Background: an optimization exercise with open tools, aiming at a short achievable clock period and few clock cycles. Do not read the settings as production practice. Where RTL was checked, it was by simulation tests only, not by an equivalence proof against the original. No activity file was given, so power comes from the tool's default toggle rates.

## the baseline
==> flow/design.v (excerpt) <==
module cpu(clock,resetn,imem_addr,imem_rdata,dmem_addr,dmem_we,dmem_wdata,dmem_rdata,
           rf_we,rf_waddr,rf_wdata);
Size: ~2,600 cells after synthesis, roughly 0.028 sq mm of cells after synthesis.
Settings: LEC_CHECK=0, CAP_MARGIN=20, CORE_MARGIN=2, CORE_UTILIZATION=40, SETUP_SLACK_MARGIN=2.9, SLEW_MARGIN=20, SYNTH_HIERARCHICAL=1; clock period 5.0 ns.
run.sh (not shown) runs the stock make flow with config.mk's settings and CLKGATE_MAP_FILE= SYNTH_SCRIPT=/design/flow/synth_recipe.tcl, a recipe that flattens the netlist after the stock synthesis.
The baseline was carried through to the last stage, and its layout satisfied the timing, design-rule and antenna checks.
Testbench counts of the baseline, summed over its fixed seeds: cycles 41,155.
Edits applied to the flow inputs when going from the baseline to the candidate:
- CORE_UTILIZATION changed from 40 to 45
- SETUP_SLACK_MARGIN changed from 2.9 to 3.0
==> run notes <==
Against the baseline, core area in the candidate fell by more than 10%. As far as share of the clock period used by the worst path is concerned, the candidate and the baseline perform about the same. Going from the baseline to the candidate, number of iterations in the first detailed-routing pass picked up an extra 2; final cell count went down; leakage dissipation lost 0.76%; worst setup slack saw a decrease. Taking the baseline as the reference, in the candidate detailed-placement wirelength estimate decreased 2900 microns, effective utilization at floorplan shows an increase of 5.3 points, relative max-transition margin shows an increase of 13 points, design area decreased about 0.8%. The candidate ended up with sky130_fd_sc_hd__a211o_1 as its master of the slowest instance on the critical path; the baseline ended up with sky130_fd_sc_hd__a221oi_4. When the candidate is measured against the baseline, its part of the power in the clock network turns out 1.8 points lower.

========
Another version of the RTL of cpu (not shown whole).
For scale: about 95 I/O pins, ~0.027 mm² of cells after synthesis.
clock: 5.0 ns
lec_check: 0
cap_margin: 20
core_margin: 2
core_utilization: 40
setup_slack_margin: 3.1
slew_margin: 20
synth_hierarchical: 1
The starting point went through all stages and came out clean.
Testbench counts at the start, summed over its fixed seeds: cycles 41,155.
Then changed:
Settings changed: SETUP_SLACK_MARGIN 3.1 to 2.9.
The changed run completed without violations.
Sequential cell count stays the same.
Routed wire length is lower by about 2.3%.
Worst setup slack loses 38 ps.

========
Another version of the RTL of cpu (not shown whole).
Size in the first run: ~95 I/O pins, roughly 0.024 mm2 of cells after synthesis.
// cpu
module cpu(clock,resetn,imem_addr,imem_rdata,dmem_addr,dmem_we,dmem_wdata,dmem_rdata,
           rf_we,rf_waddr,rf_wdata);
input       clock;
input       resetn;
output [11:0] imem_addr;
input  [15:0] imem_rdata;
output [11:0] dmem_addr;
output        dmem_we;
output [15:0] dmem_wdata;
input  [15:0] dmem_rdata;
output        rf_we;
output [2:0]  rf_waddr;
output [15:0] rf_wdata;
wire [15:0] inst = imem_rdata;
wire [3:0]  op   = inst[15:12];
wire [2:0]  rd   = inst[11:9];
wire [2:0]  rs1  = inst[8:6];
wire [2:0]  rs2  = inst[5:3];
wire [15:0] sx   = {{10{inst[5]}}, inst[5:0]};
wire [10:0] dec_sel;
wire        dec_wen;
wire        dec_imm;
decode_module decode(.op(op), .rd(rd), .sel(dec_sel), .wen(dec_wen), .imm(dec_imm));
wire use1     = (op != 4'd0);                                   
wire use2     = (op != 4'd0) && (op <= 4'd8) && (op != 4'd5);   
wire dec_add  = dec_sel[0] | dec_sel[1];                        
wire dec_xa   = |dec_sel[10:2];                                 
wire dec_xb   = |dec_sel[7:2];                                  
wire dec_sub  = dec_sel[1];
wire dec_bpos = dec_sel[0] & !dec_imm;                          
reg         ex_wen, ex_ld;
reg  [2:0]  ex_rd;
reg         ex_usum, ex_ulg, ex_ush, ex_shr;    
wire [15:0] ex_sum, ex_sumn, ex_lg, ex_shl, ex_shrv, ex_shln, ex_shrn;
wire        ex_big, ex_fill;
reg         mem_wen, mem_ld;
reg  [2:0]  mem_rd;
reg  [15:0] mem_alu;
wire [15:0] mem_res = mem_ld ? dmem_rdata : mem_alu;
wire [15:0] rf1, rf2, rfd;
reg_file regs(.clock(clock),
  ...
export LEC_CHECK = 0
export CAP_MARGIN = 20
export CORE_MARGIN = 2
export CORE_UTILIZATION = 40
export SETUP_SLACK_MARGIN = 2.7
export SLEW_MARGIN = 20
export SYNTH_HIERARCHICAL = 1
create_clock -name core_clock -period 5.0 [get_ports {clock}]
The baseline finished clean.
==> next run, changes <==
--- a/flow/config.mk
+++ b/flow/config.mk
@@ -11 +11 @@
-export SETUP_SLACK_MARGIN = 2.7
+export SETUP_SLACK_MARGIN = 2.5
Effect:
- The new run completed without violations
- total power hardly moves
- cell area fell by 0.82%
- register-to-register slack is worse by 70 ps
- non-clock buffer count fell by 18
- first-iteration DRC count rose by 2.3%
- global-route usage rose by 0.34 points
- fmax fell by 2.5%
- wire length hardly moves
- sequential power barely changes
Function was not checked in any run of this note: the RTL went through the layout flow alone.

========
cpu, a different RTL version from the one above (not shown whole).
Size in the first run: roughly 95 I/O pins.
clock: 5.0 ns
lec_check: 0
cap_margin: 20
core_margin: 2
core_utilization: 40
setup_slack_margin: 2.7
slew_margin: 20
synth_hierarchical: 1
The baseline passed the timing, design-rule and antenna checks.
Testbench counts at the start, summed over its fixed seeds: cycles 41,155.
Then changed:
Settings changed: SETUP_SLACK_MARGIN 2.7 to 3.0.
- The new run finished with timing, DRC and antenna clean
- global-route usage rose by 0.83 points
- die area stays the same
- total power rises by 0.86%

========
run M:
cpu, a different RTL version from the one above (not shown whole).
For scale: about 1500 cells after synthesis, ~95 I/O pins.
clock: 5.0 ns
lec_check: 0
abc_clock_period_in_ps: 2000
cap_margin: 20
core_margin: 2
core_utilization: 40
setup_slack_margin: 3.0
slew_margin: 20
Input-level comparison between run C and run M:
# run M
export LEC_CHECK = 0
export ABC_CLOCK_PERIOD_IN_PS = 2000
export CAP_MARGIN = 20
export CORE_MARGIN = 2
export CORE_UTILIZATION = 40
export SETUP_SLACK_MARGIN = 3.0
export SLEW_MARGIN = 20
create_clock -name core_clock -period 5.0 [get_ports {clock}]
# run C
export LEC_CHECK = 0
export ABC_CLOCK_PERIOD_IN_PS = 2500
export CAP_MARGIN = 20
export CORE_MARGIN = 2
export CORE_UTILIZATION = 40
export SETUP_SLACK_MARGIN = 2.5
export SLEW_MARGIN = 20
create_clock -name core_clock -period 5.0 [get_ports {clock}]
==> run notes <==
In terms of slew at the pin closest to its max-slew limit, run C and run M differ only marginally. Comparing peak supply drop for run C and run M, the bigger number came from run M. Run C ends up with a worst-case headroom to the max-slew limit that is 0.21 points lower than in run M. Looking only at number of clock buffers inserted by TritonCTS, and setting everything else aside, the lower value of run C and run M goes to run C.
No functional check of the RTL was part of any run of this note.

========
## run 1
cpu, a different RTL version from the one above (not shown whole).
Size: about 2,600 cells after synthesis.
clock: 5.0 ns
lec_check: 0
cap_margin: 20
core_margin: 2
core_utilization: 40
setup_slack_margin: 3.0
slew_margin: 20
synth_hierarchical: 1
Run 1 did not stop at any stage, and its layout met the timing, design-rule and antenna checks.
Testbench counts of run 1, summed over its fixed seeds: cycles 41,155.
The inputs of run 3 differ from those of run 1 as listed below.
-- flow/config.mk --
<<< run 1, line 11
export SETUP_SLACK_MARGIN = 3.0
>>> run 3, line 11
export SETUP_SLACK_MARGIN = 3.1
==> comparison <==
- Per the comparison of run 3 with run 1, clock network area share went down 0.22 points, total of fill cells in the finished design held, wire length now sits lower.
- Cell internal power dissipation was lower in the run labelled run 3.

========
Starting RTL as in the previous note.
## cpu
module cpu(clock,resetn,imem_addr,imem_rdata,dmem_addr,dmem_we,dmem_wdata,dmem_rdata,
           rf_we,rf_waddr,rf_wdata);
input       clock;
input       resetn;
output [11:0] imem_addr;
input  [15:0] imem_rdata;
output [11:0] dmem_addr;
output        dmem_we;
output [15:0] dmem_wdata;
input  [15:0] dmem_rdata;
output        rf_we;
output [2:0]  rf_waddr;
output [15:0] rf_wdata;
wire [15:0] inst = imem_rdata;
wire [3:0]  op   = inst[15:12];
wire [2:0]  rd   = inst[11:9];
wire [2:0]  rs1  = inst[8:6];
wire [2:0]  rs2  = inst[5:3];
wire [15:0] sx   = {{10{inst[5]}}, inst[5:0]};
wire [10:0] dec_sel;
wire        dec_wen;
wire        dec_imm;
decode_module decode(.op(op), .rd(rd), .sel(dec_sel), .wen(dec_wen), .imm(dec_imm));
wire use1     = (op != 4'd0);                                   
wire use2     = (op != 4'd0) && (op <= 4'd8) && (op != 4'd5);   
wire dec_add  = dec_sel[0] | dec_sel[1];                        
wire dec_shl  = dec_sel[5];                                     
wire dec_shr  = dec_sel[6] | dec_sel[7];                        
wire dec_xa   = (|dec_sel[10:8]) | (|dec_sel[4:2]);              
wire dec_xb   = |dec_sel[7:2];                                  
wire dec_sub  = dec_sel[1];
wire dec_bpos = dec_sel[0] & !dec_imm;                          
reg         ex_wen, ex_ld;
reg  [2:0]  ex_rd;
reg         ex_usum, ex_ulg, ex_ush, ex_shr;    
wire [15:0] ex_sum, ex_sumn, ex_lg, ex_shl, ex_shrv, ex_shln, ex_shrn;
wire        ex_big, ex_fill;
reg         mem_wen, mem_ld;
reg  [2:0]  mem_rd;
reg  [15:0] mem_alu;
wire [15:0] mem_res = mem_ld ? dmem_rdata : mem_alu;
wire [15:0] rf1, rf2, rfd;
reg_file regs(.clock(clock),
              .raddr1(rs1), .rout1(rf1),
              .raddr2(rs2), .rout2(rf2),
              .raddr3(rd),  .rout3(rfd),
              .wen(mem_wen), .waddr(mem_rd), .win(mem_res));
wire e1, e2, ed, m1, m2, md;
fwd_detect fwd(.rs1(rs1), .rs2(rs2), .rd(rd), .ex_wen(ex_wen), .ex_rd(ex_rd),
               .mem_wen(mem_wen), .mem_rd(mem_rd),
               .e1(e1), .e2(e2), .ed(ed), .m1(m1), .m2(m2), .md(md));
wire stall = ex_ld && ((e1 && use1) || (e2 && use2));
wire ex_sl  = ex_ush & !ex_shr;
wire ex_sr  = ex_ush & ex_shr;
wire [15:0] ex_early = {16{ex_ulg}} & ex_lg;
wire [15:0] o1 = e1 ? ex_early : m1 ? mem_res : rf1;
wire [15:0] o2 = e2 ? ex_early : m2 ? mem_res : rf2;
wire late2 = e2 & (ex_usum | ex_sl | ex_sr);
  ...
clock: 5.0 ns
lec_check: 0
cap_margin: 20
core_margin: 2
core_utilization: 40
setup_slack_margin: 2.7
slew_margin: 20
synth_hierarchical: 1
The first run finished clean.
Testbench counts at the start, summed over its fixed seeds: cycles 41,155.
Rerun with:
SETUP_SLACK_MARGIN = 2.9   (was 2.7)
Outcome: Total power came out lower by about 2.3%; critical path depth decreases by 4; wire length is lower by about 2%; clock skew goes down by 0.033 ns.

==> what the ideal ports hide <==
Ports are ideal in the flow. The routed layouts listed here were re-timed in OpenROAD. Step 1 sets driving cells, clkbuf_16 on the clock port and buf_2 on the other inputs (assumed; they add their load-dependent delay and slew). Step 2 adds t to the input delays and takes it off the output delays; t is the mean of the earliest and latest rising clock arrival at the registers after step 1. Input paths then give back, and output paths get back, about the clock's delay inside the block. Slacks: no drivers / after step 1 / after step 2; pairs: no drivers / after step 1.
| run | t, ns | slack for setup (ns) | worst data-port slew with drivers (ns) |
|---|---|---|---|
| the baseline | 0.657 | 2.544 / 2.515 / 1.858 | 0.13 |
| the candidate | 0.653 | 2.538 / 2.541 / 1.887 | 0.17 |
| the first run of note 2 | 0.665 | 2.560 / 2.494 / 1.828 | 0.20 |
| the second run of note 2 | 0.655 | 2.522 / 2.408 / 1.753 | 0.20 |
| the first run of note 3 | 0.640 | 2.292 / 2.292 / 1.804 | 0.29 |
| the second run of note 3 | 0.631 | 2.224 / 2.224 / 1.825 | 0.11 |
| the first run of note 4 | 0.623 | 2.548 / 2.544 / 1.921 | 0.09 |
| the second run of note 4 | 0.631 | 2.300 / 2.300 / 1.825 | 0.10 |
| run M | 0.560 | 1.432 / 1.385 / 1.521 | 0.06 |
| run C | 0.550 | 1.415 / 1.366 / 1.631 | 0.08 |
| run 1 | 0.641 | 2.469 / 2.430 / 1.790 | 0.15 |
| run 3 | 0.651 | 2.520 / 2.520 / 1.883 | 0.21 |
| the first run of note 7 | 0.660 | 2.448 / 2.449 / 1.789 | 0.09 |
| the second run of note 7 | 0.651 | 2.557 / 2.530 / 1.879 | 0.18 |
After both steps setup and hold are still met in every run listed. For the second run of note 2, which loses most, drivers alone change the setup slack by -0.114 ns; drivers and shift together by -0.769 ns.
